This is an optimization exercise on Yosys and OpenROAD, whose aim is small area and a short achievable clock period, not a production implementation. RTL that was checked went through simulation tests only; none was proved equivalent to the original. Only the layout flow was run in runs 4 to 6; the RTL was not checked for function there. Power is estimated from default activity; no workload was simulated.

**flow/config.mk**
```make
export PLATFORM = sky130hd
export DESIGN_NAME = System
export DESIGN_NICKNAME = System
export VERILOG_FILES = /design/flow/design.v
export SDC_FILE = /design/flow/constraint.sdc
export NUM_CORES = 4
export LEC_CHECK = 0
export CAP_MARGIN = 20
export CORE_MARGIN = 2
export CORE_UTILIZATION = 70
export SLEW_MARGIN = 20
```
**flow/standard.sh**
```bash
#!/bin/bash
# synth_recipe.tcl (not shown) runs the flow's synth.tcl, then flattens the netlist and writes it again
# the make line also repeats each setting of config.mk as NAME=value (left out here)
make -C /OpenROAD-flow-scripts/flow DESIGN_CONFIG=/design/flow/config.mk WORK_HOME=/design/flow/orfs CLKGATE_MAP_FILE= SYNTH_SCRIPT=/design/flow/synth_recipe.tcl "${@:-finish}"
```
**flow/design.v**
```verilog
`timescale 1ns / 1ps
module NextMux(S, A, B, Y);
	input S;
	input [34:0] A, B;
	output [34:0] Y;
	assign Y = S ? A : B;
endmodule
module Check(n0, n1, n2, n3, n4, e0, e1, e2, e3, e4, q02, q34, q1);
	input [6:0] n0, n1, n2, n3, n4, e0, e1, e2, e3, e4;
	output q02, q34, q1;
	function eqk9;
		input [8:0] x, y, kc;
		reg [8:0] c;
		begin
			c = (x & y) | ((x | y) & ~kc);
			eqk9 = (x ^ y ^ kc) == {c[7:0], 1'b0};
		end
	endfunction
	wire [6:0] ne2x = ~e2;
	wire [6:0] ne4x = ~e4;
	wire s0 = e0[0] ^ ne2x[0];
	wire s3 = e3[0] ^ ne4x[0];
	wire v = eqk9({2'b0, e0}, {2'b0, ne2x}, {1'b0, s0, 1'b0, ~s0, 3'b000, ~s0, s0}) &
	         eqk9({2'b0, e3}, {2'b0, ne4x}, {1'b0, ~s3, 1'b0, s3, 4'b0000, s3});
	wire [6:0] ne2 = ~e2;
	wire [6:0] a02 = n0 ^ n2 ^ ne2;
	wire [6:0] b02 = (n0 & n2) | (n0 & ne2) | (n2 & ne2);
	assign q02 = eqk9({2'b0, a02}, {1'b0, b02, 1'b0}, {1'b0, ~a02[0], 1'b1, a02[0], 4'b1111, a02[0]});
	wire [6:0] ne4 = ~e4;
	wire [6:0] a34 = n3 ^ n4 ^ ne4;
	wire [6:0] b34 = (n3 & n4) | (n3 & ne4) | (n4 & ne4);
	wire s34 = a34[0];
	wire hi3 = (n3[6:2] == 5'b10111) & (n3[1] ^ n3[0]);
	wire hi4 = (n4[6:2] == 5'b10111) & (n4[1] ^ n4[0]);
	wire x34 = hi3 & hi4 & (e4[6:1] == 6'd0) & (e4[0] ? (n3[1] & n4[1]) : (n3[1] ^ n4[1]));
	assign q34 = eqk9({2'b0, a34}, {1'b0, b34, 1'b0}, {1'b0, s34, 1'b1, ~s34, 2'b11, ~s34, s34, s34}) | x34;
	assign q1 = v & eqk9({1'b0, n1, 1'b1}, {2'b0, ~e1}, {1'b0, ~e1[0], 1'b1, e1[0], 4'b1111, e1[0]});
endmodule
module System(RESET, CLK, ENCRYPTED, PASSWD_INIT, FLAG, FOUND, TXD);
	input RESET;
	input CLK;
	input [0:39] ENCRYPTED;
	input [0:39] PASSWD_INIT;
	output FLAG;
	output FOUND;
	output TXD;
	function [6:0] inc7;
		input [6:0] x;
		input c;
		integer k;
		reg t;
		begin
			t = c;
			for (k = 0; k < 7; k = k + 1) begin
				inc7[k] = x[k] ^ t;
				t = t & x[k];
			end
		end
	endfunction
	wire [6:0] e0 = ENCRYPTED[1:7];
	wire [6:0] e1 = ENCRYPTED[9:15];
	wire [6:0] e2 = ENCRYPTED[17:23];
	wire [6:0] e3 = ENCRYPTED[25:31];
	wire [6:0] e4 = ENCRYPTED[33:39];
	wire [34:0] init = {PASSWD_INIT[1:7], PASSWD_INIT[9:15], PASSWD_INIT[17:23], PASSWD_INIT[25:31], PASSWD_INIT[33:39]};
	reg rst_q;
	always @(posedge CLK) rst_q <= RESET;
	reg [6:0] p0, p1, p2, p3, p4;
	reg f02, f34, f1;
	wire found = f02 & f34 & f1;
	wire w4 = p4 == 7'd94;
	wire w3 = p3 == 7'd94;
	wire w2 = p2 == 7'd94;
	wire w1 = p1 == 7'd94;
	wire top = w4 & w3 & w2 & w1 & (p0 == 7'd94);
	wire stop = found | top;
	wire c4 = !stop;
	wire c3 = c4 & w4;
	wire c2 = c3 & w3;
	wire c1 = c2 & w2;
	wire c0 = c1 & w1;
	wire [6:0] i4 = (c3) ? 7'd0 : inc7(p4, c4);
	wire [6:0] i3 = (c2) ? 7'd0 : inc7(p3, c3);
	wire [6:0] i2 = (c1) ? 7'd0 : inc7(p2, c2);
	wire [6:0] i1 = (c0) ? 7'd0 : inc7(p1, c1);
	wire [6:0] i0 = inc7(p0, c0);
	wire [34:0] n;
	NextMux nm(.S(RESET), .A(init), .B({i0, i1, i2, i3, i4}), .Y(n));
	wire [6:0] n0 = n[34:28];
	wire [6:0] n1 = n[27:21];
	wire [6:0] n2 = n[20:14];
	wire [6:0] n3 = n[13:7];
	wire [6:0] n4 = n[6:0];
	wire q02, q34, q1;
	Check ck(.n0(n0), .n1(n1), .n2(n2), .n3(n3), .n4(n4), .e0(e0), .e1(e1), .e2(e2), .e3(e3), .e4(e4),
		.q02(q02), .q34(q34), .q1(q1));
	reg [14:0] hx;
	reg hb15;
	wire hz = hx[13:0] == 14'd0;
	always @(posedge CLK) begin
		p0 <= n0; p1 <= n1; p2 <= n2; p3 <= n3; p4 <= n4;
		f02 <= q02; f34 <= q34;
		f1 <= q1;
		hx <= rst_q ? 15'd2 : {hx[13:0], hx[14] ^ hx[13] ^ hz};
		hb15 <= rst_q ? 1'b0 : hb15 ^ (hz & !hx[14]);
	end
	assign FOUND = found;
	assign FLAG = (top & !found) | (hb15 & !rst_q);
	reg [8:0] ph;     
	reg [3:0] j;
	reg [2:0] b;
	reg txd;
	wire slot_end = ph == 9'd118;
	wire done = b == 3'd6;
	wire [8:0] phn = {ph[7:0], ph[8] ^ ph[4]};
	always @(posedge CLK) begin
		ph <= !stop ? 9'd1 : rst_q ? 9'd2 : slot_end ? 9'd1 : phn;
		if (rst_q) begin
			j <= 4'd6;
			b <= 3'd0;
		end else if (slot_end) begin    
			j <= (j == 4'd0) ? 4'd6 : {j[3] ^ (&j[2:0]), j[2] ^ (&j[1:0]), j[1] ^ j[0], ~j[0]};
			if (j == 4'd0 && !done) b <= {b[2] ^ (&b[1:0]), b[1] ^ b[0], ~b[0]};
		end
	end
	wire [7:0] bs = {1'b1, p0[j[2:0]], p1[j[2:0]], p2[j[2:0]], p3[j[2:0]], p4[j[2:0]], 2'b11};
	wire dbit = (j[2:0] == 3'd7) ? (b == 3'd0 || b >= 3'd6) : bs[3'd7 - b];
	wire low = !done & ((j == 4'd7) | (j[3] & !dbit));
	always @(posedge CLK) txd <= RESET | rst_q | !low;
	assign TXD = txd;
endmodule
```
**flow/constraint.sdc**
```tcl
create_clock -name core_clock -period 17.0 [get_ports {CLK}]
set_input_delay 3.4000 -clock core_clock [delete_from_list [all_inputs] [get_ports {CLK}]]
set_output_delay 3.4000 -clock core_clock [all_outputs]
set_load 0.01 [all_outputs]
```
**flow/flow/run.sh**
```bash
#!/bin/bash
export BUFFER_PORTS_ARGS="-buffer_cell sky130_fd_sc_hd__buf_1"
bash standard.sh SETUP_SLACK_MARGIN=11.5 finish > standard.log 2>&1
```
==> impl_metrics.yaml, run 1 <==
placed_design:
  place_ws_ns: 10.71
  io_buffers: 74
  dp_hpwl_mm: 8.27
  gp_congestion: 0.904
  placed_cells: 656
clocking:
  clk_latency_ns: 0.36
  cts_buffer_depth: 2
  cts_max_level: 3
  numCtsBuffers: 9
  cts_tree: "built"
  cts_root_buffer: "clkbuf_8"
  clk_pin_slew_ns: 0.08
  clkSinkCount: 72
die:
  die_x_um: 87.8
  core-area_um2: 6790
  die_h_um: 87.8
  die_area_um2: 7710
  initial_core_util_pct: 72.4
  num_io_pins: 85
  num_rows: 30
synth:
  yosysTopAreaCellShare_pct: 29.3
  async_flop_share_pct: 0
  synth_top_area_cell: "dfxtp_1"
  ys_seq_elements: 72
  netlist_instances: 501
  yosys_warnings: 2
  synth_edf_count: 0
  syn-cell-area_um2: 4920
  syn_nets: 668
  synth_cell_types: 62
  synth_common_cells: "dfxtp_1 (72), ha_1 (64), inv_1 (56)"
  synth_flop_cell: "dfxtp_1"
  netlist_top_cells_area: "dfxtp_1 (29%), ha_1 (16%), fa_1 (8.5%)"
  post-synth-top-count-cell: "dfxtp_1"
  ys_seq_area_share_pct: 29.3
  syn_avg_cell_area_um2: 9.81
global_routing:
  grt_overflow: 0
  grt_max_degree: 31
  antenna_found_initial: 0
  use_met3_pct: 4.71
  first_global_vias: 3955
  track_usage_pct: 30.9
  met1_usage_pct: 39.3
  grt_busiest_layer: "met2"
  met2_usage_pct: 51.6
  grt_pass1_wl_mm: 18.3
setup_path:
  startpoint: "RESET"
  critPathMaxStageDelay_ns: 0.57
  ff2ff_setup_slack_ns: 12.23
  r2r_start: "p0[1]$_DFF_P_"
  ff2ff_path_depth: 19
  r2r-end: "f02$_DFF_P_"
  critPathArrivalTime_ns: 5.70
  worst_setup_path_end_kind: "flop"
  path_class: "input port to flop"
  worstPathCellList: "clkbuf_2, buf_12, mux2_2, fa_2, fa_1, xnor2_1, nand3_1, nor4_4"
  start_kind: "input port"
  required_ns: 17.25
  slowest_stage: "fa_2"
  crit_fanout: 16
  worstSetupEndpoint: "f02$_DFF_P_"
drt:
  avgRoutedWirePerCell_um: 16.4
  first_iter_violations: 272
  drc_errors: 0
  firstDrtPassIters: 4
  vias: 3859
  ant_nets: 0
  wl_mm: 11.1
  via_per_inst: 5.71
timing:
  fmax_ghz: 0.184
  worst_slew_pin_slew_ns: 0.989
  fin_skew_ns: 0.00582
  rsz0062_at_grt: "yes"
  relSlewSlack_pct: 34.0
  fin_ws_ns: 11.55
  period_minus_slack_ns: 5.45
  hold_violations: 0
  setup_viol: 0
  period_share_pct: 32.0
  setup_tns_ns: 0
  maxSlewViolCount: 0
pwr:
  power.switching_w: 0.000143
  p_sw_share_pct: 30.3
  p_per_area_nw_per_um2: 84.1
  clkPwrFrac_pct: 32.7
  vdd.ir_drop.worst_uv: 42.3
  p_leak_nw: 2.54
  p_seq_share_pct: 40.1
  p_comb_share_pct: 27.3
  power.internal_w: 0.000329
cells_and_area:
  stdcell_count: 676
  fill_cells: 437
  drive_above_1_share_pct: 9.14
  fin_nets: 742
  syn_to_final_growth_pct: 14.0
  diodes: 0
outcome:
  status: "complete, no violations"
flow_run:
  maxCapViolCount: 0
worst_hold_path:
  hold_class: "flop to flop"
-- metal layers --
metal  up-vias  wire length [um]
met1      1801              4760
met5         -                 0
met3        33               590
li1       1885                 -
met2       140              5410
met4         0               348
-- worst max-delay path: cells and delay by family --
family	cells	cell delay, ns
buf+inv	2	0.32
fa+ha+maj	2	1.01
simple gates	2	0.42
xor+xnor	1	0.18
mux	1	0.37
-- placed cells by master, fill, tap and decap left out, types with 3 or more instances in the layout --
master       n
a22o_1      14
nand2_1     32
nand4_1      8
xnor2_1     31
mux2i_1      9
xor2_1      17
o21ai_0     12
dfxtp_1     72
o21a_1       3
buf_1       73
nor2_1      17
nand3_1      5
inv_1       55
nor2b_1     17
fa_1        19
and2_1       8
nor4_1      11
o2bb2ai_1    3
clkinvlp_4   3
and3_1       3
mux2_2       8
and4_1       3
o21bai_1     3
clkbuf_8    10
nand2b_1     4
a21oi_1      6
mux4_2       4
nand4b_1     3
nor3b_1      3
ha_1        64
nor3_1       8
-- through the flow --
| stage | hold WS [ns] | total power [W] | utilization [%] | instance area [um2] |
|---|---|---|---|---|
| 6_report | 0.450 | 0.000471 | 82.5 | 5610 |
| 5_1_grt | 0.474 | 0.000495 | 82.5 | 5610 |
| 4_1_cts | 0.455 | 0.000469 | 82.1 | 5580 |
| 3_5_place_dp | 0.435 | 0.000312 | 77.4 | 5260 |
| 3_3_place_gp | 0.426 | 0.000304 | 77.4 | 5260 |
| 2_1_floorplan | 0.416 | 0.000281 | - | 4970 |
-- power by group through the flow --
| stage | combinational [W] | clock (W) | sequential (W) |
|---|---|---|---|
| 2_1_floorplan | 0.0000926 | 0 | 0.000188 |
| 3_3_place_gp | 0.000113 | 0 | 0.000191 |
| 3_5_place_dp | 0.000120 | 0 | 0.000192 |
| 4_1_cts | 0.000127 | 0.000154 | 0.000188 |
| 5_1_grt | 0.000144 | 0.000162 | 0.000189 |
| 6_report | 0.000129 | 0.000154 | 0.000189 |
-- cells by family (layout without fill, tap and decap cells) --
logic type	count (synthesis)	after routing	synth area share [%]
buffers and inverters	73	152	5.93
xor gates and xnor gates	48	48	8.55
DFF	72	72	29.3
AOI/OAI and AO/OA	62	62	9.64
muxes	21	21	5.50
and+or+nand+nor	139	139	16.0
adders and majority gates	86	86	25.1
-- registers in the layout, summed over array words and instances (netlist names) --
register / count
p4: 7
txd: 1
ph: 9
f02: 1
p2: 7
f34: 1
p0: 7
p1: 7
p3: 7
b: 3
j: 4
f1: 1
hb15: 1
hx: 15
rst_q: 1
-- repair_timing --
item,CTS,global route
pin swaps,0,1
endpoints found under the setup margin,2,2
resized for setup,5,5
hold buffers,0,0
cloned,2,0
buffers inserted,0,2
-- worst min-delay path by stage --
stage | cells past startpoint | startpoint | endpoint | slack, ns
5_1_grt | 1 | ph[1]$_SDFF_PN0_ | ph[2]$_SDFF_PP0_ | 0.47
3_3_place_gp | 1 | ph[6]$_SDFF_PP0_ | ph[7]$_SDFF_PP0_ | 0.43
6_report | 1 | ph[1]$_SDFF_PN0_ | ph[2]$_SDFF_PP0_ | 0.45
4_1_cts | 1 | ph[1]$_SDFF_PN0_ | ph[2]$_SDFF_PP0_ | 0.45
2_1_floorplan | 1 | hx[0]$_SDFF_PP0_ | hx[1]$_SDFF_PP1_ | 0.42
3_5_place_dp | 1 | hx[0]$_SDFF_PP0_ | hx[1]$_SDFF_PP1_ | 0.43
-- layout make-up --
cell class	count	area [um2]	share of cell area (%)
multi-input cells	356	3220	57.4
flip-flops and latches	72	1440	25.7
repair buffers	79	379	6.76
inverters	57	219	3.91
clock buffers	10	138	2.45
well taps	96	120	2.14
clock inverters	6	91.3	1.63
==> run 2, diff against run 1 <==
--- a/flow/design.v
+++ b/flow/design.v
@@ -64,6 +64,4 @@
 	wire [6:0] e4 = ENCRYPTED[33:39];
 	wire [34:0] init = {PASSWD_INIT[1:7], PASSWD_INIT[9:15], PASSWD_INIT[17:23], PASSWD_INIT[25:31], PASSWD_INIT[33:39]};
-	reg rst_q;
-	always @(posedge CLK) rst_q <= RESET;
 	reg [6:0] p0, p1, p2, p3, p4;
 	reg f02, f34, f1;
@@ -102,9 +100,9 @@
 		f02 <= q02; f34 <= q34;
 		f1 <= q1;
-		hx <= rst_q ? 15'd2 : {hx[13:0], hx[14] ^ hx[13] ^ hz};
-		hb15 <= rst_q ? 1'b0 : hb15 ^ (hz & !hx[14]);
+		hx <= RESET ? 15'd1 : {hx[13:0], hx[14] ^ hx[13] ^ hz};
+		hb15 <= RESET ? 1'b0 : hb15 ^ (hz & !hx[14]);
 	end
 	assign FOUND = found;
-	assign FLAG = (top & !found) | (hb15 & !rst_q);
+	assign FLAG = (top & !found) | hb15;
 	reg [8:0] ph;     
 	reg [3:0] j;
@@ -115,6 +113,6 @@
 	wire [8:0] phn = {ph[7:0], ph[8] ^ ph[4]};
 	always @(posedge CLK) begin
-		ph <= !stop ? 9'd1 : rst_q ? 9'd2 : slot_end ? 9'd1 : phn;
-		if (rst_q) begin
+		ph <= (RESET || !stop || slot_end) ? 9'd1 : phn;
+		if (RESET) begin
 			j <= 4'd6;
 			b <= 3'd0;
@@ -127,5 +125,5 @@
 	wire dbit = (j[2:0] == 3'd7) ? (b == 3'd0 || b >= 3'd6) : bs[3'd7 - b];
 	wire low = !done & ((j == 4'd7) | (j[3] & !dbit));
-	always @(posedge CLK) txd <= RESET | rst_q | !low;
+	always @(posedge CLK) txd <= RESET | !low;
 	assign TXD = txd;
 endmodule
==> flow/flow/run.sh (replaced) <==
#!/bin/bash
export BUFFER_PORTS_ARGS="-buffer_cell sky130_fd_sc_hd__buf_1"
bash standard.sh SETUP_SLACK_MARGIN=11.6 finish > standard.log 2>&1
--- a/flow/config.mk
+++ b/flow/config.mk
@@ -9,3 +9,4 @@
 export CORE_MARGIN = 2
 export CORE_UTILIZATION = 70
+export CTS_CLUSTER_SIZE = 50
 export SLEW_MARGIN = 20
==> impl_metrics.yaml, run 2 <==
cells_and_area:
  layout_common_cells: "buf_1 (73), dfxtp_1 (71), ha_1 (64)"
  drive_above_1_share_pct: 9.97
  fill_cells: 428
  diodes: 0
  fin_area_um2: 5610
  largest_register: "hx"
  largest_reg_flops: 15
  syn_to_final_growth_pct: 14.2
  reg_top3: "hx: 15 flops, ph: 9 flops"
  final_common_cell: "buf_1"
  multi_input_area_um2: 3260
  regArea_um2: 1420
  fin_nets: 754
global_routing:
  grt_max_degree: 51
  grt_overflow: 0
  track_usage_pct: 30.9
  grt_pass1_wl_mm: 18.4
  antenna_found_initial: 0
  first_global_vias: 3987
synth:
  synth_top_area_cell: "dfxtp_1"
  syn_nets: 679
  synth_compound_area_share_pct: 8.96
  synth_xor_area_share_pct: 8.73
  post-synth-top-count-cell: "dfxtp_1"
  synth_flop_cell: "dfxtp_1"
  ys_seq_area_share_pct: 28.9
  netlist_top_cells_area: "dfxtp_1 (29%), ha_1 (16%), fa_1 (8.6%)"
  synth_common_cells: "dfxtp_1 (71), ha_1 (64), inv_1 (54)"
  synth_edf_count: 0
  yosysTopAreaCellShare_pct: 28.9
  yosys.area_share.adder_pct: 25.1
  async_flop_share_pct: 0
  syn_avg_cell_area_um2: 9.60
  syn-cell-area_um2: 4910
  synth-simple-area-share_pct: 16.8
  ys_seq_elements: 71
  synth_cell_types: 60
  muxShareOfSynthArea_pct: 5.81
  yosys_warnings: 2
  synth_top_family_by_area: "adder cells"
  netlist_instances: 512
timing:
  maxSlewViolCount: 0
  fmax_ghz: 0.188
  setup_tns_ns: 0
  period_share_pct: 31.3
  hold_violations: 0
  period_minus_slack_ns: 5.31
  worst_slew_pin_slew_ns: 0.693
  setup_viol: 0
  fin_skew_ns: 0.00403
  relSlewSlack_pct: 53.4
  rsz0062_at_grt: "no"
setup_path:
  crit_fanout: 12
  worstPathCellList: "buf_8, buf_16, mux2_4, fa_1, fa_2, xnor2_2, nand3b_1, nor4_4"
  path_class: "input port to flop"
  cp_top_family: "adder cells"
  critPathMaxStageDelay_ns: 0.57
  critPathArrivalTime_ns: 5.56
  startpoint: "RESET"
  worstSetupEndpoint: "f02$_DFF_P_"
  r2r_start: "p2[0]$_DFF_P_"
  ff2ff_path_depth: 20
  required_ns: 17.25
  path_buf_inv: 2
  worst_setup_path_end_kind: "flop"
  slowest_stage: "fa_1"
  path_depth: 8
  r2r-end: "f02$_DFF_P_"
  start_kind: "input port"
  ff2ff_setup_slack_ns: 11.95
clocking:
  cts_tree: "built"
  clkSinkCount: 71
  cts_root_buffer: "clkbuf_8"
  cts_hold_buf: 0
  numCtsBuffers: 9
  cts_buffer_depth: 2
  clk_latency_ns: 0.34
  clk_pin_slew_ns: 0.08
  cts_max_level: 3
drt:
  drc_errors: 0
  avgRoutedWirePerCell_um: 16.4
  firstDrtPassIters: 4
  vias: 3906
  first_iter_violations: 205
  wl_mm: 11.3
  via_per_inst: 5.68
  ant_nets: 0
placed_design:
  io_buffers: 74
  gp_congestion: 0.898
  dpl_cell_area_um2: 5260
  dp_hpwl_mm: 8.29
die:
  initial_core_util_pct: 72.3
  num_io_pins: 85
  core-area_um2: 6790
  die_x_um: 87.8
  die_area_um2: 7710
  die_h_um: 87.8
  num_rows: 30
pwr:
  p_leak_nw: 2.53
  p_per_area_nw_per_um2: 79.4
  vdd.ir_drop.worst_uv: 50.5
worst_hold_path:
  hold_class: "flop to flop"
outcome:
  status: "complete, no violations"
flow_run:
  maxCapViolCount: 0
## run 2: cell count changes in the layout (fill, tap and decap cells not counted), moves of 4 or more
cell / before / now
a22o_1: 14 / 7
nand2_1: 32 / 47
nor2b_1: 17 / 21
o21ai_0: 12 / 18
o21ai_1: 1 / 6
## run 2: metrics by stage
| step | setup WS [ns] | util, % | std cells | hold slack, ns | power [W] |
|---|---|---|---|---|---|
| after floorplan | 11.40 | - | 512 | 0.420 | 0.000279 |
| after global placement | 10.62 | 77.4 | 667 | 0.433 | 0.000302 |
| after detailed placement | 10.66 | 77.4 | 667 | 0.446 | 0.000308 |
| after CTS | 11.59 | 81.5 | 685 | 0.466 | 0.000438 |
| after global routing | 11.59 | 82.6 | 688 | 0.478 | 0.000470 |
| final | 11.69 | 82.6 | 688 | 0.464 | 0.000446 |
## run 2: timing repair
action                                  4_1_cts  5_1_grt
pin swaps                                     2        2
gates cloned                                  2        1
endpoints found under the setup margin        3        2
setup buffers                                 0        2
gates resized for setup                       8       15
## run 2: worst min-delay path by stage
stage | cells after the start | endpoint | start | slack (ns)
floorplan | 1 | ph[6]$_SDFF_PP0_ | ph[5]$_SDFF_PP0_ | 0.42
detailed placement | 1 | ph[6]$_SDFF_PP0_ | ph[5]$_SDFF_PP0_ | 0.45
global placement | 1 | ph[7]$_SDFF_PP0_ | ph[6]$_SDFF_PP0_ | 0.43
CTS | 1 | ph[7]$_SDFF_PP0_ | ph[6]$_SDFF_PP0_ | 0.47
global route | 1 | ph[8]$_SDFF_PP0_ | ph[7]$_SDFF_PP0_ | 0.48
finish | 1 | ph[7]$_SDFF_PP0_ | ph[6]$_SDFF_PP0_ | 0.46
## run 2: kinds of logic after synthesis
logic type	count (synthesis)
adder cells (fa/ha/maj)	86
buffers and inverters	72
AO/OA/AOI/OAI	63
flip-flops	71
multiplexers	20
XOR/XNOR	49
AND/OR/NAND/NOR	151
## run 2: routing by layer
| layer | track usage (%) | share of wire [%] | routed length, um |
|---|---|---|---|
| met1 | 39.4 | 42 | 4770 |
| met2 | 53.4 | 50 | 5660 |
| met3 | 6.97 | 6.5 | 734 |
| met4 | 7.27 | 1.1 | 123 |
| met5 | 0 | 0 | 0 |
## run 2: area by class of cell
type | instances | share of cell area, %
multi-input combinational | 369 | 58.1
inverter | 56 | 3.77
clock inverter | 7 | 1.09
timing repair buffer | 80 | 7.33
sequential | 71 | 25.3
tap | 96 | 2.14
clock buffer | 9 | 2.21
## run 2: worst reg2reg max path, delay by kind of cell (launching register included)
family / cells / cell delay [ns]
adders and majority gates: 7 / 1.71
buffers and inverters: 2 / 0.24
DFF: 1 / 0.33
AOI/OAI and AO/OA: 1 / 0.47
muxes: 1 / 0.30
xor gates and xnor gates: 3 / 0.53
and+or+nand+nor: 6 / 1.37
## run 2: where the power goes
part	internal (W)	switching (W)	leakage, nW
combinational	0.0000651	0.0000688	1.86
sequential	0.000176	0.00000846	0.586
clock	0.0000560	0.0000711	0.0892
==> run 3, diff against run 2 <==
--- a/flow/config.mk
+++ b/flow/config.mk
@@ -9,4 +9,3 @@
 export CORE_MARGIN = 2
 export CORE_UTILIZATION = 70
-export CTS_CLUSTER_SIZE = 50
 export SLEW_MARGIN = 20
==> impl_metrics.yaml, run 3 <==
outcome:
  status: "complete, no violations"
synth:
  yosysTopAreaCellShare_pct: 28.9
  syn_nets: 679
  synth_cell_types: 60
  async_flop_share_pct: 0
  synth_top_area_cell: "dfxtp_1"
  syn_avg_cell_area_um2: 9.60
  yosys_warnings: 2
  netlist_instances: 512
  ys_seq_area_share_pct: 28.9
  post-synth-top-count-cell: "dfxtp_1"
  syn-cell-area_um2: 4910
  synth_edf_count: 0
  ys_seq_elements: 71
  synth_common_cells: "dfxtp_1 (71), ha_1 (64), inv_1 (54)"
  netlist_top_cells_area: "dfxtp_1 (29%), ha_1 (16%), fa_1 (8.6%)"
  synth_flop_cell: "dfxtp_1"
timing:
  rsz0062_at_grt: "no"
  fmax_ghz: 0.188
  relSlewSlack_pct: 53.4
  maxSlewViolCount: 0
  setup_viol: 0
  hold_violations: 0
  period_minus_slack_ns: 5.31
  fin_ws_ns: 11.69
  worst_slew_pin_slew_ns: 0.693
  setup_tns_ns: 0
  period_share_pct: 31.3
  fin_skew_ns: 0.00403
clocking:
  clk_pin_slew_ns: 0.08
  clkSinkCount: 71
  cts_tree: "built"
  numCtsBuffers: 9
  cts_max_level: 3
  clk_latency_ns: 0.34
  cts_buffer_depth: 2
  cts_hold_buf: 0
  cts_root_buffer: "clkbuf_8"
drt:
  m1WireLength_mm: 4.77
  drc_errors: 0
  avgRoutedWirePerCell_um: 16.4
  dr_wl_met2_mm: 5.66
  wl_mm: 11.3
  first_iter_violations: 205
  via_per_inst: 5.68
  vias: 3906
  top_layer_used: "met4"
  ant_nets: 0
  firstDrtPassIters: 4
  met3WireLength_um: 734
die:
  die_area_um2: 7710
  core-area_um2: 6790
  num_rows: 30
  die_h_um: 87.8
  die_x_um: 87.8
  initial_core_util_pct: 72.3
  num_io_pins: 85
flow_run:
  maxCapViolCount: 0
global_routing:
  grt_max_degree: 51
  grt_pass1_wl_mm: 18.4
  antenna_found_initial: 0
  first_global_vias: 3987
  grt_overflow: 0
  track_usage_pct: 30.9
setup_path:
  worst_setup_path_end_kind: "flop"
  path_class: "input port to flop"
  start_kind: "input port"
  crit_fanout: 12
  critPathArrivalTime_ns: 5.56
  ff2ff_path_depth: 20
  required_ns: 17.25
  ff2ff_setup_slack_ns: 11.95
pwr:
  p_per_area_nw_per_um2: 79.4
  power.internal_w: 0.000297
  p_seq_share_pct: 41.4
  p_sw_share_pct: 33.3
  clkPwrFrac_pct: 28.5
  p_leak_nw: 2.53
  vdd.ir_drop.worst_uv: 50.5
  power.switching_w: 0.000148
  p_comb_share_pct: 30.1
placed_design:
  placed_cells: 667
  place_ws_ns: 10.66
  gp_congestion: 0.898
  io_buffers: 74
  dp_hpwl_mm: 8.29
  dpl_cell_area_um2: 5260
cells_and_area:
  drive_above_1_share_pct: 9.97
  diodes: 0
  final_common_cell: "buf_1"
  fin_nets: 754
  stdcell_count: 688
  fill_cells: 428
  layout_common_cells: "buf_1 (73), dfxtp_1 (71), ha_1 (64)"
  final_core_util_pct: 82.6
  largest_reg_flops: 15
  reg_top3: "hx: 15 flops, ph: 9 flops"
  fin_area_um2: 5610
  syn_to_final_growth_pct: 14.2
  largest_register: "hx"
worst_hold_path:
  min_path_cells: 1
  hold_class: "flop to flop"
-- run 3: routing by layer --
metal  global-route usage, %  up-vias
met5                       0        -
met4                    7.27        0
met3                    6.97       17
met2                    53.4      126
met1                    39.4     1859
li1                        -     1904
-- run 3: final cells by class --
type	instances	area, um2	area share, %
Multi-Input combinational cell	369	3260	58.1
Sequential cell	71	1420	25.3
Timing Repair Buffer	80	412	7.33
Inverter	56	211	3.77
Clock buffer	9	124	2.21
Tap cell	96	120	2.14
Clock inverter	7	61.3	1.09
-- run 3: stage by stage --
| stage | hold slack (ns) | total power [W] |
|---|---|---|
| global placement | 0.433 | 0.000302 |
| finish | 0.464 | 0.000446 |
| floorplan | 0.420 | 0.000279 |
| global route | 0.478 | 0.000470 |
| CTS | 0.466 | 0.000438 |
| detailed placement | 0.446 | 0.000308 |
-- run 3: power by group through the flow --
| stage | Sequential (W) | Combinational (W) | Clock [W] |
|---|---|---|---|
| finish | 0.000185 | 0.000134 | 0.000127 |
| global route | 0.000186 | 0.000150 | 0.000135 |
| CTS | 0.000184 | 0.000126 | 0.000128 |
| detailed placement | 0.000188 | 0.000120 | 0 |
| global placement | 0.000188 | 0.000115 | 0 |
| floorplan | 0.000185 | 0.0000938 | 0 |
-- run 3: what timing repair did --
action / 4_1_cts / 5_1_grt
endpoints found under the setup margin: 3 / 2
cloned: 2 / 1
setup buffers: 0 / 2
resized for setup: 8 / 15
pin swaps: 2 / 2
-- run 3: path summary, 6_finish.rpt --
kind / start / endpoint
setup / recovery: RESET / f02$_DFF_P_
hold / removal: ph[6]$_SDFF_PP0_ / ph[7]$_SDFF_PP0_
setup reg to reg: p2[0]$_DFF_P_ / f02$_DFF_P_
hold reg to reg: ph[6]$_SDFF_PP0_ / ph[7]$_SDFF_PP0_
-- run 3: kinds of logic (layout without fill, tap and decap cells) --
| logic type | after synthesis | in the layout | share of synthesized area (%) |
|---|---|---|---|
| flip-flops | 71 | 71 | 28.9 |
| buffers and inverters | 72 | 152 | 5.75 |
| XOR/XNOR | 49 | 49 | 8.73 |
| multiplexers | 20 | 20 | 5.81 |
| AO/OA/AOI/OAI | 63 | 63 | 8.96 |
| AND/OR/NAND/NOR | 151 | 151 | 16.8 |
| adder cells (fa/ha/maj) | 86 | 86 | 25.1 |
-- run 3: worst max-delay path, cell delays in order --
cell and delay (ns):
buf_8 0.14, buf_16 0.16, mux2_4 0.33, fa_1 0.57
fa_2 0.48, xnor2_2 0.17, nand3b_1 0.14, nor4_4 0.18
==> run 4, diff against run 3 <==
--- a/flow/design.v
+++ b/flow/design.v
@@ -108,10 +108,9 @@
 	reg [3:0] j;
 	reg [2:0] b;
-	reg txd;
 	wire slot_end = ph == 9'd118;
 	wire done = b == 3'd6;
 	wire [8:0] phn = {ph[7:0], ph[8] ^ ph[4]};
 	always @(posedge CLK) begin
-		ph <= (RESET || !stop || slot_end) ? 9'd1 : phn;
+		ph <= (RESET || !stop) ? 9'd256 : slot_end ? 9'd1 : phn;
 		if (RESET) begin
 			j <= 4'd6;
@@ -125,5 +124,4 @@
 	wire dbit = (j[2:0] == 3'd7) ? (b == 3'd0 || b >= 3'd6) : bs[3'd7 - b];
 	wire low = !done & ((j == 4'd7) | (j[3] & !dbit));
-	always @(posedge CLK) txd <= RESET | !low;
-	assign TXD = txd;
+	assign TXD = !low;
 endmodule
==> impl_metrics.yaml, run 4 <==
outcome:
  status: "complete, no violations"
cells_and_area:
  drive_above_1_share_pct: 11.7
  final_common_cell: "buf_1"
  multi_input_area_um2: 3250
  largest_reg_flops: 15
  largest_register: "hx"
  regArea_um2: 1410
  syn_to_final_growth_pct: 15.6
  diodes: 0
  fill_cells: 424
  layout_common_cells: "buf_1 (72), dfxtp_1 (68), ha_1 (64)"
  fin_nets: 736
  reg_top3: "hx: 15 flops, ph: 9 flops"
global_routing:
  antenna_found_initial: 0
  grt_max_degree: 44
  grt_pass1_wl_mm: 18.7
  track_usage_pct: 32.2
  first_global_vias: 4006
  grt_overflow: 0
pwr:
  p_leak_nw: 2.59
  vdd.ir_drop.worst_uv: 55.3
  p_per_area_nw_per_um2: 78.4
setup_path:
  start_kind: "flop"
  r2r-end: "f34$_DFF_P_"
  ff2ff_setup_slack_ns: 12.38
  path_class: "flop to output port"
  worst_setup_path_end_kind: "output port"
  r2r_start: "p2[6]$_DFF_P_"
  required_ns: 13.60
  crit_fanout: 6
  startpoint: "j[0]$_SDFFE_PP0P_"
  critPathArrivalTime_ns: 2.26
  worstSetupEndpoint: "TXD"
  ff2ff_path_depth: 19
synth:
  synth_edf_count: 0
  yosys.area_share.adder_pct: 25.4
  ys_seq_elements: 70
  netlist_instances: 487
  ys_seq_area_share_pct: 28.9
  synth_compound_area_share_pct: 9.08
  synth_flop_cell: "dfxtp_1"
  synth_top_area_cell: "dfxtp_1"
  synth-simple-area-share_pct: 16.1
  netlist_top_cells_area: "dfxtp_1 (29%), ha_1 (17%), fa_1 (8.7%)"
  synth_xor_area_share_pct: 8.85
  synth_top_family_by_area: "adder cells"
  post-synth-top-count-cell: "dfxtp_1"
  synth_common_cells: "dfxtp_1 (70), ha_1 (64), inv_1 (54)"
  async_flop_share_pct: 0
  muxShareOfSynthArea_pct: 6.27
  yosysTopAreaCellShare_pct: 28.9
  synth_cell_types: 58
  syn_nets: 654
  yosys_warnings: 2
  syn-cell-area_um2: 4850
  syn_avg_cell_area_um2: 9.96
drt:
  ant_nets: 0
  wl_mm: 11.1
  firstDrtPassIters: 4
  first_iter_violations: 170
  avgRoutedWirePerCell_um: 16.9
  drc_errors: 0
  vias: 3802
  via_per_inst: 5.81
flow_run:
  maxCapViolCount: 0
clocking:
  cts_hold_buf: 0
  cts_buffer_depth: 2
  numCtsBuffers: 9
  cts_max_level: 3
  cts_tree: "built"
  clkSinkCount: 70
  clk_pin_slew_ns: 0.09
  clk_latency_ns: 0.35
  cts_root_buffer: "clkbuf_8"
die:
  initial_core_util_pct: 71.8
  num_io_pins: 85
  die_area_um2: 7610
  core-area_um2: 6760
  die_h_um: 87.2
  die_x_um: 87.2
  num_rows: 30
placed_design:
  place_ws_ns: 10.72
  gp_congestion: 0.856
  dp_hpwl_mm: 8.08
  io_buffers: 74
timing:
  period_share_pct: 33.3
  fin_ws_ns: 11.34
  fin_skew_ns: 0.00623
  worst_slew_pin_slew_ns: 0.562
  setup_viol: 0
  period_minus_slack_ns: 5.66
  hold_violations: 0
  setup_tns_ns: 0
  rsz0062_at_grt: "yes"
  relSlewSlack_pct: 62.4
  maxSlewViolCount: 0
  fmax_ghz: 0.177
worst_hold_path:
  hold_class: "flop to flop"
run 4: worst min path at each step:
stage	start	end	slack, ns	cells past startpoint
after global routing	ph[7]$_SDFF_PP0_	ph[8]$_SDFF_PP1_	0.46	1
final	ph[7]$_SDFF_PP0_	ph[8]$_SDFF_PP1_	0.45	1
after detailed placement	ph[5]$_SDFF_PP0_	ph[6]$_SDFF_PP0_	0.44	1
after floorplan	ph[7]$_SDFF_PP0_	ph[8]$_SDFF_PP1_	0.41	1
after CTS	ph[7]$_SDFF_PP0_	ph[8]$_SDFF_PP1_	0.45	1
after global placement	ph[7]$_SDFF_PP0_	ph[8]$_SDFF_PP1_	0.42	1
run 4: cell families (layout without fill, tap and decap cells):
family / after synthesis / in the layout
buffers and inverters: 69 / 156
and+or+nand+nor: 136 / 136
xor gates and xnor gates: 49 / 49
DFF: 70 / 70
AOI/OAI and AO/OA: 56 / 56
muxes: 21 / 21
adders and majority gates: 86 / 86
run 4: metrics by stage:
| step | utilization [%] | area, um2 | instances | hold slack (ns) | total power [W] |
|---|---|---|---|---|---|
| 2_1_floorplan | - | 4920 | 487 | 0.415 | 0.000278 |
| 3_3_place_gp | 76.8 | 5190 | 628 | 0.423 | 0.000301 |
| 3_5_place_dp | 76.8 | 5190 | 628 | 0.436 | 0.000306 |
| 4_1_cts | 82.4 | 5570 | 652 | 0.454 | 0.000440 |
| 5_1_grt | 82.9 | 5600 | 654 | 0.461 | 0.000468 |
| 6_report | 82.9 | 5600 | 654 | 0.450 | 0.000440 |
run 4: worst max-delay path, stage by stage (launching register included):
cell and delay, ns:
dfxtp_4 0.43, mux4_2 0.53, mux4_2 0.48, a21oi_2 0.14, nor2_1 0.06, a2bb2oi_1 0.12
buf_2 0.14
run 4: cell type report:
class | instances | share of cell area (%)
repair buffers | 85 | 8.04
well taps | 80 | 1.79
flip-flops and latches | 70 | 25.1
inverters | 55 | 3.73
clock buffers | 9 | 2.21
clock inverters | 7 | 1.09
multi-input cells | 348 | 58.0
run 4: report_power, final:
group,internal [W],switching [W],leakage (nW)
sequential,0.000173,0.00000887,0.579
clock,0.0000560,0.0000737,0.0892
combinational,0.0000637,0.0000638,1.93
run 4: what timing repair did:
item | CTS | global route
pin swaps | 7 | 6
endpoints found under the hold margin | 0 | 0
gates cloned | 3 | 0
endpoints found under the setup margin | 4 | 4
gates resized for setup | 21 | 5
setup buffers | 5 | 2
run 4: routing by layer:
layer  vias up  wire (um)  track usage, %
met5         -          0               0
met4         0        112            11.0
li1       1846          -               -
met3        12        694            7.96
met2       135       5570            54.5
met1      1809       4700            40.3
==> run 5, diff against run 4 <==
--- a/flow/design.v
+++ b/flow/design.v
@@ -6,7 +6,7 @@
 	assign Y = S ? A : B;
 endmodule
-module Check(n0, n1, n2, n3, n4, e0, e1, e2, e3, e4, q02, q34, q1);
+module Check(n0, n1, n2, n3, n4, e0, e1, e2, e3, e4, q02a, q02b, q34a, q34b, q34x, q1);
 	input [6:0] n0, n1, n2, n3, n4, e0, e1, e2, e3, e4;
-	output q02, q34, q1;
+	output q02a, q02b, q34a, q34b, q34x, q1;
 	function eqk9;
 		input [8:0] x, y, kc;
@@ -15,4 +15,13 @@
 			c = (x & y) | ((x | y) & ~kc);
 			eqk9 = (x ^ y ^ kc) == {c[7:0], 1'b0};
+		end
+	endfunction
+	function [1:0] eqk9h;
+		input [8:0] x, y, kc;
+		reg [8:0] c, t;
+		begin
+			c = (x & y) | ((x | y) & ~kc);
+			t = (x ^ y ^ kc) ^ {c[7:0], 1'b0};
+			eqk9h = {t[8:4] == 5'd0, t[3:0] == 4'd0};
 		end
 	endfunction
@@ -26,5 +35,5 @@
 	wire [6:0] a02 = n0 ^ n2 ^ ne2;
 	wire [6:0] b02 = (n0 & n2) | (n0 & ne2) | (n2 & ne2);
-	assign q02 = eqk9({2'b0, a02}, {1'b0, b02, 1'b0}, {1'b0, ~a02[0], 1'b1, a02[0], 4'b1111, a02[0]});
+	assign {q02b, q02a} = eqk9h({2'b0, a02}, {1'b0, b02, 1'b0}, {1'b0, ~a02[0], 1'b1, a02[0], 4'b1111, a02[0]});
 	wire [6:0] ne4 = ~e4;
 	wire [6:0] a34 = n3 ^ n4 ^ ne4;
@@ -33,6 +42,6 @@
 	wire hi3 = (n3[6:2] == 5'b10111) & (n3[1] ^ n3[0]);
 	wire hi4 = (n4[6:2] == 5'b10111) & (n4[1] ^ n4[0]);
-	wire x34 = hi3 & hi4 & (e4[6:1] == 6'd0) & (e4[0] ? (n3[1] & n4[1]) : (n3[1] ^ n4[1]));
-	assign q34 = eqk9({2'b0, a34}, {1'b0, b34, 1'b0}, {1'b0, s34, 1'b1, ~s34, 2'b11, ~s34, s34, s34}) | x34;
+	assign q34x = hi3 & hi4 & (e4[6:1] == 6'd0) & (e4[0] ? (n3[1] & n4[1]) : (n3[1] ^ n4[1]));
+	assign {q34b, q34a} = eqk9h({2'b0, a34}, {1'b0, b34, 1'b0}, {1'b0, s34, 1'b1, ~s34, 2'b11, ~s34, s34, s34});
 	assign q1 = v & eqk9({1'b0, n1, 1'b1}, {2'b0, ~e1}, {1'b0, ~e1[0], 1'b1, e1[0], 4'b1111, e1[0]});
 endmodule
@@ -64,7 +73,9 @@
 	wire [6:0] e4 = ENCRYPTED[33:39];
 	wire [34:0] init = {PASSWD_INIT[1:7], PASSWD_INIT[9:15], PASSWD_INIT[17:23], PASSWD_INIT[25:31], PASSWD_INIT[33:39]};
+	reg rst_q;
+	always @(posedge CLK) rst_q <= RESET;
 	reg [6:0] p0, p1, p2, p3, p4;
-	reg f02, f34, f1;
-	wire found = f02 & f34 & f1;
+	reg f02a, f02b, f34a, f34b, f34x, f1;
+	wire found = f02a & f02b & ((f34a & f34b) | f34x) & f1;
 	wire w4 = p4 == 7'd94;
 	wire w3 = p3 == 7'd94;
@@ -90,7 +101,7 @@
 	wire [6:0] n3 = n[13:7];
 	wire [6:0] n4 = n[6:0];
-	wire q02, q34, q1;
+	wire q02a, q02b, q34a, q34b, q34x, q1;
 	Check ck(.n0(n0), .n1(n1), .n2(n2), .n3(n3), .n4(n4), .e0(e0), .e1(e1), .e2(e2), .e3(e3), .e4(e4),
-		.q02(q02), .q34(q34), .q1(q1));
+		.q02a(q02a), .q02b(q02b), .q34a(q34a), .q34b(q34b), .q34x(q34x), .q1(q1));
 	reg [14:0] hx;
 	reg hb15;
@@ -98,23 +109,24 @@
 	always @(posedge CLK) begin
 		p0 <= n0; p1 <= n1; p2 <= n2; p3 <= n3; p4 <= n4;
-		f02 <= q02; f34 <= q34;
+		f02a <= q02a; f02b <= q02b; f34a <= q34a; f34b <= q34b; f34x <= q34x;
 		f1 <= q1;
-		hx <= RESET ? 15'd1 : {hx[13:0], hx[14] ^ hx[13] ^ hz};
-		hb15 <= RESET ? 1'b0 : hb15 ^ (hz & !hx[14]);
+		hx <= rst_q ? 15'd2 : {hx[13:0], hx[14] ^ hx[13] ^ hz};
+		hb15 <= rst_q ? 1'b0 : hb15 ^ (hz & !hx[14]);
 	end
 	assign FOUND = found;
-	assign FLAG = (top & !found) | hb15;
+	assign FLAG = (top & !found) | (hb15 & !rst_q);
 	reg [8:0] ph;     
 	reg [3:0] j;
 	reg [2:0] b;
+	reg txd;
 	wire slot_end = ph == 9'd118;
 	wire done = b == 3'd6;
 	wire [8:0] phn = {ph[7:0], ph[8] ^ ph[4]};
 	always @(posedge CLK) begin
-		ph <= (RESET || !stop) ? 9'd256 : slot_end ? 9'd1 : phn;
-		if (RESET) begin
+		ph <= !stop ? 9'd1 : rst_q ? 9'd2 : slot_end ? 9'd1 : phn;
+		if (rst_q) begin
 			j <= 4'd6;
 			b <= 3'd0;
-		end else if (slot_end) begin    
+		end else if (stop && slot_end) begin
 			j <= (j == 4'd0) ? 4'd6 : {j[3] ^ (&j[2:0]), j[2] ^ (&j[1:0]), j[1] ^ j[0], ~j[0]};
 			if (j == 4'd0 && !done) b <= {b[2] ^ (&b[1:0]), b[1] ^ b[0], ~b[0]};
@@ -124,4 +136,5 @@
 	wire dbit = (j[2:0] == 3'd7) ? (b == 3'd0 || b >= 3'd6) : bs[3'd7 - b];
 	wire low = !done & ((j == 4'd7) | (j[3] & !dbit));
-	assign TXD = !low;
+	always @(posedge CLK) txd <= RESET | rst_q | !low;
+	assign TXD = txd;
 endmodule
==> impl_metrics.yaml, run 5 <==
clocking:
  numCtsBuffers: 9
  cts_tree: "built"
  clk_pin_slew_ns: 0.08
  clkSinkCount: 75
  cts_buffer_depth: 2
  clk_latency_ns: 0.36
  cts_max_level: 3
  cts_root_buffer: "clkbuf_8"
synth:
  async_flop_share_pct: 0
  post-synth-top-count-cell: "dfxtp_1"
  synth_edf_count: 0
  ys_seq_area_share_pct: 29.2
  netlist_instances: 526
  muxShareOfSynthArea_pct: 7.31
  yosys_warnings: 2
  synth_common_cells: "dfxtp_1 (75), ha_1 (64), inv_1 (63)"
  synth_top_area_cell: "dfxtp_1"
  synth_compound_area_share_pct: 7.48
  ys_seq_elements: 75
  yosys.area_share.adder_pct: 24.0
  yosysTopAreaCellShare_pct: 29.2
  synth_cell_types: 61
  synth_xor_area_share_pct: 7.68
  synth_top_family_by_area: "adder cells"
  syn-cell-area_um2: 5130
  synth_flop_cell: "dfxtp_1"
  syn_nets: 693
  synth-simple-area-share_pct: 17.9
  netlist_top_cells_area: "dfxtp_1 (29%), ha_1 (16%), fa_1 (8.2%)"
  syn_avg_cell_area_um2: 9.76
cells_and_area:
  drive_above_1_share_pct: 10.0
  reg_top3: "hx: 15 flops, ph: 9 flops"
  syn_to_final_growth_pct: 13.1
  largest_reg_flops: 15
  fill_cells: 473
  final_common_cell: "dfxtp_1"
  regArea_um2: 1500
  multi_input_area_um2: 3340
  fin_nets: 770
  diodes: 0
  layout_common_cells: "dfxtp_1 (75), buf_1 (73), ha_1 (64)"
  final_core_util_pct: 81.0
  largest_register: "hx"
timing:
  fin_ws_ns: 11.68
  period_minus_slack_ns: 5.32
  fin_skew_ns: 0.00872
  setup_tns_ns: 0
  setup_viol: 0
  maxSlewViolCount: 0
  worst_slew_pin_slew_ns: 0.721
  period_share_pct: 31.3
  hold_violations: 0
  relSlewSlack_pct: 51.8
  rsz0062_at_grt: "no"
  fmax_ghz: 0.188
drt:
  vias: 3875
  wl_mm: 10.9
  drc_errors: 0
  avgRoutedWirePerCell_um: 15.4
  ant_nets: 0
  firstDrtPassIters: 4
  first_iter_violations: 213
  via_per_inst: 5.48
die:
  num_rows: 31
  die_area_um2: 8040
  die_h_um: 89.7
  core-area_um2: 7180
  num_io_pins: 85
  initial_core_util_pct: 71.6
  die_x_um: 89.7
pwr:
  p_seq_share_pct: 42.1
  vdd.ir_drop.worst_uv: 53.5
  p_per_area_nw_per_um2: 81.2
  power.internal_w: 0.000326
  clkPwrFrac_pct: 29.8
  p_sw_share_pct: 30.9
  power.switching_w: 0.000146
  p_leak_nw: 2.70
  p_comb_share_pct: 28.2
setup_path:
  critPathArrivalTime_ns: 5.61
  start_kind: "input port"
  critPathMaxStageDelay_ns: 0.56
  r2r-end: "f02b$_DFF_P_"
  ff2ff_setup_slack_ns: 12.26
  path_class: "input port to flop"
  required_ns: 17.28
  crit_fanout: 10
  ff2ff_path_depth: 18
  slowest_stage: "fa_1"
  worstPathCellList: "clkbuf_4, buf_12, mux2i_2, or2_4, fa_1, inv_2, buf_4, fa_2, xor2_1, nor3_1"
  r2r_start: "p1[2]$_DFF_P_"
  worst_setup_path_end_kind: "flop"
global_routing:
  met1_usage_pct: 36.3
  antenna_found_initial: 0
  track_usage_pct: 29.2
  met2_usage_pct: 49.5
  grt_busiest_layer: "met2"
  first_global_vias: 3859
  grt_max_degree: 32
  grt_pass1_wl_mm: 17.4
  use_met3_pct: 5.76
  grt_overflow: 0
worst_hold_path:
  hold_class: "flop to flop"
  min_from: "ph[6]$_SDFF_PP0_"
  min_path_cells: 1
  min_to: "ph[7]$_SDFF_PP0_"
flow_run:
  maxCapViolCount: 0
placed_design:
  gp_congestion: 0.884
  io_buffers: 74
  place_ws_ns: 10.83
  dp_hpwl_mm: 8.47
outcome:
  status: "complete, no violations"
## run 5: cell types whose count changed after synthesis, sizes merged, moves of 5 or more
cell and delta:
buf +6, a22o -14, inv +9, or2 +6
nand2 +15, dfxtp +5, mux2i +6, o21ai +8
xor2 -5
## run 5: timing repair
item / CTS / global route
hold buffers: 0 / 0
resized for setup: 7 / 6
pin swaps: 2 / 5
gates cloned: 2 / 0
setup endpoints to repair: 4 / 4
buffers inserted: 4 / 0
## run 5: area by class of cell
cell class,count,share of cell area [%]
Clock buffer,11,2.43
Clock inverter,5,1.06
Inverter,64,4.14
Multi-Input combinational cell,371,57.4
Sequential cell,75,25.8
Tap cell,99,2.13
Timing Repair Buffer,82,6.96
## run 5: stage by stage
step	instances	total power (W)	area, um2	hold slack [ns]
floorplan	526	0.000294	5160	0.416
global placement	685	0.000320	5460	0.424
detailed placement	685	0.000327	5460	0.439
CTS	707	0.000471	5800	0.453
global route	707	0.000496	5810	0.466
finish	707	0.000472	5810	0.454
## run 5: worst max path at each step
stage	slack (ns)	from	cells past startpoint	to
2_1_floorplan	11.41	RESET	11	f34b$_DFF_P_
3_3_place_gp	10.86	RESET	10	f34b$_DFF_P_
3_5_place_dp	10.83	RESET	10	f34b$_DFF_P_
4_1_cts	11.60	RESET	10	f34b$_DFF_P_
5_1_grt	11.60	RESET	9	f02b$_DFF_P_
6_report	11.68	RESET	10	f34a$_DFF_P_
## run 5: power groups by stage
stage,logic (W),clock network [W],registers [W]
finish,0.000133,0.000141,0.000198
global route,0.000149,0.000148,0.000200
CTS,0.000131,0.000141,0.000198
detailed placement,0.000124,0,0.000202
global placement,0.000118,0,0.000202
floorplan,0.0000952,0,0.000199
## run 5: layer usage
metal | share of wire, % | vias up | wire [um]
li1 | - | 1937 | -
met1 | 45 | 1803 | 4880
met2 | 48 | 114 | 5190
met3 | 5.1 | 21 | 550
met4 | 2.5 | 0 | 267
met5 | 0 | - | 0
## run 5: critical path: cells and delay by family
family,cells,cell delay [ns]
adder cells (fa/ha/maj),2,0.93
buffers and inverters,4,0.52
AND/OR/NAND/NOR,2,0.43
multiplexers,1,0.16
XOR/XNOR,1,0.15
## run 5: cells by family (layout without fill, tap and decap cells)
kind of cell	count (synthesis)	count (layout)
simple gates	160	160
fa+ha+maj	86	86
buf+inv	80	162
flops	75	75
compound gates	51	51
xor+xnor	45	45
mux	29	29
==> run 6, diff against run 5 <==
--- a/flow/design.v
+++ b/flow/design.v
@@ -6,7 +6,7 @@
 	assign Y = S ? A : B;
 endmodule
-module Check(n0, n1, n2, n3, n4, e0, e1, e2, e3, e4, q02a, q02b, q34a, q34b, q34x, q1);
-	input [6:0] n0, n1, n2, n3, n4, e0, e1, e2, e3, e4;
-	output q02a, q02b, q34a, q34b, q34x, q1;
+module Check(n1, n3, n4, a02, b02, a34, b34, e0, e1, e2, e3, e4, q02, q34, q1);
+	input [6:0] n1, n3, n4, a02, b02, a34, b34, e0, e1, e2, e3, e4;
+	output q02, q34, q1;
 	function eqk9;
 		input [8:0] x, y, kc;
@@ -17,13 +17,4 @@
 		end
 	endfunction
-	function [1:0] eqk9h;
-		input [8:0] x, y, kc;
-		reg [8:0] c, t;
-		begin
-			c = (x & y) | ((x | y) & ~kc);
-			t = (x ^ y ^ kc) ^ {c[7:0], 1'b0};
-			eqk9h = {t[8:4] == 5'd0, t[3:0] == 4'd0};
-		end
-	endfunction
 	wire [6:0] ne2x = ~e2;
 	wire [6:0] ne4x = ~e4;
@@ -32,16 +23,10 @@
 	wire v = eqk9({2'b0, e0}, {2'b0, ne2x}, {1'b0, s0, 1'b0, ~s0, 3'b000, ~s0, s0}) &
 	         eqk9({2'b0, e3}, {2'b0, ne4x}, {1'b0, ~s3, 1'b0, s3, 4'b0000, s3});
-	wire [6:0] ne2 = ~e2;
-	wire [6:0] a02 = n0 ^ n2 ^ ne2;
-	wire [6:0] b02 = (n0 & n2) | (n0 & ne2) | (n2 & ne2);
-	assign {q02b, q02a} = eqk9h({2'b0, a02}, {1'b0, b02, 1'b0}, {1'b0, ~a02[0], 1'b1, a02[0], 4'b1111, a02[0]});
-	wire [6:0] ne4 = ~e4;
-	wire [6:0] a34 = n3 ^ n4 ^ ne4;
-	wire [6:0] b34 = (n3 & n4) | (n3 & ne4) | (n4 & ne4);
+	assign q02 = eqk9({2'b0, a02}, {1'b0, b02, 1'b0}, {1'b0, ~a02[0], 1'b1, a02[0], 4'b1111, a02[0]});
 	wire s34 = a34[0];
 	wire hi3 = (n3[6:2] == 5'b10111) & (n3[1] ^ n3[0]);
 	wire hi4 = (n4[6:2] == 5'b10111) & (n4[1] ^ n4[0]);
-	assign q34x = hi3 & hi4 & (e4[6:1] == 6'd0) & (e4[0] ? (n3[1] & n4[1]) : (n3[1] ^ n4[1]));
-	assign {q34b, q34a} = eqk9h({2'b0, a34}, {1'b0, b34, 1'b0}, {1'b0, s34, 1'b1, ~s34, 2'b11, ~s34, s34, s34});
+	wire x34 = hi3 & hi4 & (e4[6:1] == 6'd0) & (e4[0] ? (n3[1] & n4[1]) : (n3[1] ^ n4[1]));
+	assign q34 = eqk9({2'b0, a34}, {1'b0, b34, 1'b0}, {1'b0, s34, 1'b1, ~s34, 2'b11, ~s34, s34, s34}) | x34;
 	assign q1 = v & eqk9({1'b0, n1, 1'b1}, {2'b0, ~e1}, {1'b0, ~e1[0], 1'b1, e1[0], 4'b1111, e1[0]});
 endmodule
@@ -76,6 +61,6 @@
 	always @(posedge CLK) rst_q <= RESET;
 	reg [6:0] p0, p1, p2, p3, p4;
-	reg f02a, f02b, f34a, f34b, f34x, f1;
-	wire found = f02a & f02b & ((f34a & f34b) | f34x) & f1;
+	reg f02, f34, f1;
+	wire found = f02 & f34 & f1;
 	wire w4 = p4 == 7'd94;
 	wire w3 = p3 == 7'd94;
@@ -94,4 +79,14 @@
 	wire [6:0] i1 = (c0) ? 7'd0 : inc7(p1, c1);
 	wire [6:0] i0 = inc7(p0, c0);
+	function [13:0] csa7;
+		input [6:0] x, y, z;
+		csa7 = {x ^ y ^ z, (x & y) | (x & z) | (y & z)};
+	endfunction
+	wire [13:0] cI02 = csa7(init[34:28], init[20:14], ~e2);
+	wire [13:0] ci02 = csa7(i0, i2, ~e2);
+	wire [13:0] cI34 = csa7(init[13:7], init[6:0], ~e4);
+	wire [13:0] ci34 = csa7(i3, i4, ~e4);
+	wire [13:0] c02 = RESET ? cI02 : ci02;
+	wire [13:0] c34 = RESET ? cI34 : ci34;
 	wire [34:0] n;
 	NextMux nm(.S(RESET), .A(init), .B({i0, i1, i2, i3, i4}), .Y(n));
@@ -101,7 +96,7 @@
 	wire [6:0] n3 = n[13:7];
 	wire [6:0] n4 = n[6:0];
-	wire q02a, q02b, q34a, q34b, q34x, q1;
-	Check ck(.n0(n0), .n1(n1), .n2(n2), .n3(n3), .n4(n4), .e0(e0), .e1(e1), .e2(e2), .e3(e3), .e4(e4),
-		.q02a(q02a), .q02b(q02b), .q34a(q34a), .q34b(q34b), .q34x(q34x), .q1(q1));
+	wire q02, q34, q1;
+	Check ck(.n1(n1), .n3(n3), .n4(n4), .a02(c02[13:7]), .b02(c02[6:0]), .a34(c34[13:7]), .b34(c34[6:0]),
+		.e0(e0), .e1(e1), .e2(e2), .e3(e3), .e4(e4), .q02(q02), .q34(q34), .q1(q1));
 	reg [14:0] hx;
 	reg hb15;
@@ -109,5 +104,5 @@
 	always @(posedge CLK) begin
 		p0 <= n0; p1 <= n1; p2 <= n2; p3 <= n3; p4 <= n4;
-		f02a <= q02a; f02b <= q02b; f34a <= q34a; f34b <= q34b; f34x <= q34x;
+		f02 <= q02; f34 <= q34;
 		f1 <= q1;
 		hx <= rst_q ? 15'd2 : {hx[13:0], hx[14] ^ hx[13] ^ hz};
@@ -128,5 +123,5 @@
 			j <= 4'd6;
 			b <= 3'd0;
-		end else if (stop && slot_end) begin
+		end else if (slot_end) begin    
 			j <= (j == 4'd0) ? 4'd6 : {j[3] ^ (&j[2:0]), j[2] ^ (&j[1:0]), j[1] ^ j[0], ~j[0]};
 			if (j == 4'd0 && !done) b <= {b[2] ^ (&b[1:0]), b[1] ^ b[0], ~b[0]};
==> impl_metrics.yaml, run 6 <==
outcome:
  status: "complete, no violations"
timing:
  setup_viol: 0
  period_share_pct: 31.2
  fin_skew_ns: 0.0113
  setup_tns_ns: 0
  worst_slew_pin_slew_ns: 0.726
  period_minus_slack_ns: 5.30
  relSlewSlack_pct: 51.5
  rsz0062_at_grt: "yes"
  maxSlewViolCount: 0
  fmax_ghz: 0.189
  fin_ws_ns: 11.70
  hold_violations: 0
die:
  num_io_pins: 85
  die_area_um2: 8910
  die_x_um: 94.4
  die_h_um: 94.4
  core-area_um2: 7810
  num_rows: 32
  initial_core_util_pct: 73.3
pwr:
  p_per_area_nw_per_um2: 75.6
  vdd.ir_drop.worst_uv: 42.7
  p_leak_nw: 2.91
cells_and_area:
  layout_common_cells: "ha_1 (92), buf_1 (73), dfxtp_1 (72)"
  fin_nets: 884
  syn_to_final_growth_pct: 10.8
  regArea_um2: 1440
  reg_top3: "hx: 15 flops, ph: 9 flops"
  largest_register: "hx"
  fill_cells: 543
  drive_above_1_share_pct: 7.92
  diodes: 0
  final_common_cell: "ha_1"
  multi_input_area_um2: 4010
  largest_reg_flops: 15
synth:
  synth_edf_count: 0
  synth_top_area_cell: "dfxtp_1"
  yosysTopAreaCellShare_pct: 25.2
  synth_flop_cell: "dfxtp_1"
  syn_nets: 815
  syn_avg_cell_area_um2: 9.04
  netlist_top_cells_area: "dfxtp_1 (25%), ha_1 (20%), xnor2_1 (4.7%)"
  syn-cell-area_um2: 5720
  netlist_instances: 633
  synth_common_cells: "ha_1 (92), dfxtp_1 (72), nor2_1 (55)"
  post-synth-top-count-cell: "ha_1"
  ys_seq_elements: 72
  synth_cell_types: 63
  ys_seq_area_share_pct: 25.2
  async_flop_share_pct: 0
  yosys_warnings: 2
global_routing:
  first_global_vias: 4711
  grt_pass1_wl_mm: 21.8
  antenna_found_initial: 0
  grt_overflow: 0
  grt_max_degree: 47
  track_usage_pct: 31.3
placed_design:
  io_buffers: 74
  gp_congestion: 0.865
  dp_hpwl_mm: 10.3
  place_ws_ns: 10.75
clocking:
  cts_buffer_depth: 2
  numCtsBuffers: 9
  clkSinkCount: 72
  cts_max_level: 3
  clk_latency_ns: 0.35
  cts_hold_buf: 0
  clk_pin_slew_ns: 0.08
  cts_tree: "built"
  post_cts_buffers: 0
  cts_root_buffer: "clkbuf_8"
setup_path:
  startpoint: "RESET"
  critPathMaxStageDelay_ns: 0.46
  ff2ff_setup_slack_ns: 12.19
  start_kind: "input port"
  crit_fanout: 46
  r2r_start: "p2[0]$_DFF_P_"
  critPathArrivalTime_ns: 5.54
  path_buf_inv: 2
  cp_top_family: "simple AND/OR/NAND/NOR gates"
  path_depth: 9
  worstSetupEndpoint: "f1$_DFF_P_"
  r2r-end: "f02$_DFF_P_"
  worstPathCellList: "clkbuf_4, buf_16, nand2_1, o31ai_4, fa_1, xnor2_1, nor4_1, nand4_1, nor4_2"
  path_class: "input port to flop"
  required_ns: 17.24
  worst_setup_path_end_kind: "flop"
  slowest_stage: "fa_1"
  ff2ff_path_depth: 17
drt:
  firstDrtPassIters: 5
  first_iter_violations: 230
  ant_nets: 0
  drc_errors: 0
  avgRoutedWirePerCell_um: 16.2
  via_per_inst: 5.91
  wl_mm: 13.1
  vias: 4778
flow_run:
  maxCapViolCount: 0
worst_hold_path:
  min_from: "ph[5]$_SDFF_PP0_"
  hold_class: "flop to flop"
run 6: repair_timing:
action | CTS | global route
gates cloned | 1 | 0
endpoints found under the setup margin | 3 | 2
gates resized for setup | 4 | 3
run 6: layout make-up:
type	instances	share of cell area [%]
clock buffer	9	1.95
clock inverter	7	1.22
inverter	55	3.29
multi-input combinational	487	63.3
sequential	72	22.7
tap	102	2.01
timing repair buffer	77	5.50
run 6: per-stage QoR:
step | cells | instance area [um2] | power [W] | hold WS, ns | utilization [%]
after floorplan | 633 | 5760 | 0.000301 | 0.416 | -
after CTS | 809 | 6330 | 0.000479 | 0.465 | 81.0
after global placement | 792 | 6070 | 0.000332 | 0.428 | 77.8
final | 809 | 6340 | 0.000480 | 0.460 | 81.2
after detailed placement | 792 | 6070 | 0.000339 | 0.445 | 77.8
after global routing | 809 | 6340 | 0.000510 | 0.485 | 81.2
run 6: worst min path at each step:
| stage | end | slack (ns) | depth (start not counted) |
|---|---|---|---|
| 2_1_floorplan | hx[1]$_SDFF_PP1_ | 0.42 | 1 |
| 3_3_place_gp | ph[2]$_SDFF_PP0_ | 0.43 | 1 |
| 3_5_place_dp | ph[6]$_SDFF_PP0_ | 0.44 | 1 |
| 4_1_cts | ph[6]$_SDFF_PP0_ | 0.46 | 1 |
| 5_1_grt | hx[7]$_SDFF_PP0_ | 0.49 | 1 |
| 6_report | ph[6]$_SDFF_PP0_ | 0.46 | 1 |
run 6: logic make-up (layout without fill, tap and decap cells):
| kind of cell | count (synthesis) | in the layout | synth area share [%] |
|---|---|---|---|
| xor gates and xnor gates | 60 | 60 | 9.18 |
| muxes | 40 | 40 | 8.79 |
| adders and majority gates | 100 | 100 | 22.9 |
| buffers and inverters | 74 | 148 | 5.16 |
| DFF | 72 | 72 | 25.2 |
| AOI/OAI and AO/OA | 84 | 84 | 9.71 |
| and+or+nand+nor | 203 | 203 | 19.0 |
run 6: metal layers:
layer | vias to the layer above | global-route usage, % | wire, um
met5 | - | 0 | 0
met4 | 0 | 10.4 | 283
met3 | 29 | 6.30 | 809
met2 | 156 | 51.7 | 6130
met1 | 2258 | 41.3 | 5880
li1 | 2335 | - | -
run 6: power breakdown:
part	internal (W)	switching, W
Clock	0.0000693	0.0000708
Combinational	0.0000712	0.0000803
Sequential	0.000179	0.00000906
Total	0.000319	0.000160

[separate check: timing with driven ports]
Ports are ideal in the flow. The routed layouts listed here were re-timed in OpenROAD.
Step 1 sets driving cells, clkbuf_16 on the clock port and buf_2 on the other inputs (assumed; they add their load-dependent delay and slew).
Step 2 adds t to the input delays and takes it off the output delays; t is the mean of the earliest and latest rising clock arrival at the registers after step 1. Input paths then give back, and output paths get back, about the clock's delay inside the block.
Three values: ideal ports, drivers, drivers and shift; two values: the first two.
| run | shift t [ns] | setup slack, ns | worst setup path at the end | cell pins on the clock port's net |
|---|---|---|---|---|
| run 1 | 0.384 | 11.553 / 11.559 / 11.175 | input to register | 1 |
| run 2 | 0.376 | 11.688 / 11.669 / 11.293 | input to register | 1 |
| run 3 | 0.376 | 11.688 / 11.669 / 11.293 | input to register | 1 |
| run 4 | 0.383 | 11.343 / 11.310 / 11.221 | input to register | 1 |
| run 5 | 0.386 | 11.675 / 11.684 / 11.298 | input to register | 1 |
| run 6 | 0.383 | 11.703 / 11.712 / 11.330 | input to register | 1 |
After both steps setup and hold are still met in every run listed.
